Source: an optimization exercise on an open RTL-to-GDS flow (aim: small area). Production flows keep margins and buffers that such runs may drop.
Function was checked by simulation only, so behaviour that the tests miss may differ from the original.

==> yarrow: inputs <==
==> flow/design.v (excerpt) <==
module conv1 (
  input clock,
  input reset,
  input vld_in,
  input [5:0][15:0] in,
  output vld_out,
  output [63:0][15:0] out
);
clock: 6.0 ns
lec_check: 0
cap_margin: 20
core_margin: 2
core_utilization: 62
cts_cluster_diameter: 80
cts_cluster_size: 25
gpl_timing_driven: 0
setup_slack_margin: 0.13
slew_margin: 20
standard.sh (not shown) runs the stock make flow with config.mk's settings and CLKGATE_MAP_FILE= SYNTH_SCRIPT=/design/flow/synth_recipe.tcl, a recipe that flattens the netlist after the stock synthesis.
==> flow/flow/run.sh <==
#!/bin/bash
# Layout flow: standard synthesis (for the register list), then the hand-mapped
# adder netlist generated by flow/gen.py from flow/plan.json replaces the
# synthesized netlist; the rest is the standard ORFS flow, with port buffers
# of the smallest buffer cell.
set -eo pipefail
R=orfs/results/sky130hd/conv1/base
bash standard.sh synth > std_synth.log 2>&1
cp $R/1_2_yosys.v std_1_2_yosys.v
python3 flow/gen.py flow/plan.json std_1_2_yosys.v hand_netlist.v > gen.log 2>&1
cp hand_netlist.v $R/1_2_yosys.v
rm -f $R/1_synth.odb
bash standard.sh BUFFER_PORTS_ARGS="-buffer_cell sky130_fd_sc_hd__buf_1" PLACE_PINS_ARGS="-min_distance 1 -min_distance_in_tracks" POST_GLOBAL_PLACE_TCL=$PWD/flow/post_gpl.tcl CTS_ARGS="-sink_clustering_enable -repair_clock_nets -sink_clustering_size 25 -sink_clustering_max_diameter 80 -dont_use_dummy_load" finish > std_finish.log 2>&1
Other scripts of this flow, unchanged in this note and not shown: flow/flow/gen.py, flow/flow/nlgen3.py, flow/flow/plan.json, flow/flow/post_gpl.tcl
==> ember (differences from yarrow) <==
CORE_UTILIZATION = 55   (was 62)
PLACE_DENSITY = 0.7   (was unset)
SETUP_SLACK_MARGIN = 0.11   (was 0.13)
==> zinc (differences from yarrow) <==
CORE_UTILIZATION = 55   (was 62)
SETUP_SLACK_MARGIN = 0.15   (was 0.13)
==> qor summary <==
metric                                                                            zinc                    yarrow                     ember
Core outline area                                                            71490 um2                 63200 um2                 71490 um2
Endpoint of the worst setup timing path                                       out[991]                  out[767]                  out[943]
Fin nets                                                                          6289                      6282                      6275
Final Cell Area                                                              49650 um2                 49200 um2                 49120 um2
Initial core utilization                                                        55.47%                    62.75%                    55.47%
Final WL                                                                     167900 um                 168800 um                 173500 um
Worst path depth                                                                    18                        18                        17
CTS buffer count                                                                    35                        30                        31
Arrival time of data at the critical path endpoint                             4.55 ns                   4.68 ns                   4.61 ns
Met2 routing resource usage after global routing                                62.01%                    67.35%                    68.21%
Initial antenna violation count                                                     15                        12                        15
Layout-stage area growth over the synthesis result                              25.19%                    24.07%                    23.86%
Share of the cycle needed by the critical path after routing                    95.88%                    97.92%                    96.92%
Reg clk slew, reported paths                                                   0.06 ns                   0.09 ns                   0.10 ns
Clk tree area frac                                                              1.764%                    1.526%                    1.579%
Critical-path cell with the highest stage delay               sky130_fd_sc_hd__dfxtp_4  sky130_fd_sc_hd__dfxtp_4  sky130_fd_sc_hd__dfxtp_2
First-pass GRT wire length                                                   231100 um                 230800 um                 238500 um
Maximum fanout encountered on the critical timing path                              10                         6                         9
Slew @ Worst Pin                                                              1.090 ns                  1.017 ns                  1.108 ns
Number of inserted diodes                                                           11                         6                        10
CP max stage delay                                                             0.41 ns                   0.40 ns                   0.53 ns
Run status                                                    timing/DRC/antenna clean  timing/DRC/antenna clean  timing/DRC/antenna clean
Met1 GRT Util                                                                   59.00%                    62.96%                    54.15%

* * *

==> v21 <==
Starting RTL as in the previous note.
Settings: LEC_CHECK=0, CAP_MARGIN=20, CORE_MARGIN=2, CORE_UTILIZATION=55, CTS_CLUSTER_DIAMETER=80, CTS_CLUSTER_SIZE=25, GPL_TIMING_DRIVEN=0, SETUP_SLACK_MARGIN=0.12, SLEW_MARGIN=20; clock period 6.0 ns.
==> flow/flow/run.sh <==
#!/bin/bash
# Layout flow: standard synthesis (for the register list), then the hand-mapped
# adder netlist generated by flow/gen.py from flow/plan.json replaces the
# synthesized netlist; the rest is the standard ORFS flow, with port buffers
# of the smallest buffer cell.
set -eo pipefail
R=orfs/results/sky130hd/conv1/base
bash standard.sh synth > std_synth.log 2>&1
cp $R/1_2_yosys.v std_1_2_yosys.v
python3 flow/gen.py flow/plan.json std_1_2_yosys.v hand_netlist.v > gen.log 2>&1
cp hand_netlist.v $R/1_2_yosys.v
rm -f $R/1_synth.odb
bash standard.sh BUFFER_PORTS_ARGS="-buffer_cell sky130_fd_sc_hd__buf_1" PLACE_PINS_ARGS="-min_distance 1 -min_distance_in_tracks" POST_GLOBAL_PLACE_TCL=$PWD/flow/post_gpl.tcl finish > std_finish.log 2>&1
Other scripts of this flow, unchanged in this note and not shown: flow/flow/gen.py, flow/flow/nlgen3.py, flow/flow/plan.json, flow/flow/post_gpl.tcl
==> v24: changes against v21 <==
CORE_UTILIZATION = 50   (was 55)
CTS_CLUSTER_DIAMETER = default   (was 80)
CTS_CLUSTER_SIZE = default   (was 25)
GPL_TIMING_DRIVEN = 1   (was 0)
SETUP_SLACK_MARGIN = 0.05   (was 0.12)
==> flow_summary.json <==
{
  "status": "timing/DRC/antenna clean",
  "fp-row-count": 103,
  "grt_use_met2_pct": 69.1,
  "grt_pass1_vias": 37333,
  "core_area_mm2": 0.0786,
  "place_hpwl_um": 153000
}
-- figures above: v24

==> flow_summary.json <==
{
  "status": "timing/DRC/antenna clean",
  "fp-row-count": 98,
  "grt_pass1_vias": 34904,
  "core_area_mm2": 0.0712,
  "place_hpwl_um": 135000
}
-- figures above: v21

what the ideal ports hide:
Ports are ideal in the flow. The routed layouts listed here were re-timed in OpenROAD.
Step 1 sets driving cells, clkbuf_16 on the clock port and buf_2 on the other inputs (assumed; they add their load-dependent delay and slew).
Step 2 times the ports against the registers' clock, not the clock port: input delays grow and output delays shrink by t, the midpoint of the rising clock arrivals with the driver on.
Three values: ideal, step 1, step 2; two values: the first two.
| run | t (ns) | setup slack, ns | worst hold slack (ns) | worst data-port slew with drivers (ns) |
|---|---|---|---|---|
| yarrow | 0.682 | 0.125 / 0.055 / -0.441 | 0.737 / 0.694 / 1.377 | 0.17 |
| ember | 0.692 | 0.185 / 0.110 / -0.414 | 0.701 / 0.652 / 1.344 | 0.14 |
| zinc | 0.632 | 0.247 / 0.176 / -0.335 | 0.786 / 0.739 / 1.371 | 0.17 |
| v21 | 0.645 | 0.132 / 0.150 / -0.495 | 0.745 / 0.701 / 1.346 | 0.12 |
| v24 | 0.685 | 0.114 / 0.038 / -0.355 | 0.735 / 0.687 / 1.372 | 0.12 |
With both steps, setup timing fails in every run listed, where it was met with ideal ports. The setup slack of v21, which loses most, moves by +0.018 ns with the drivers and by -0.627 ns with both steps.
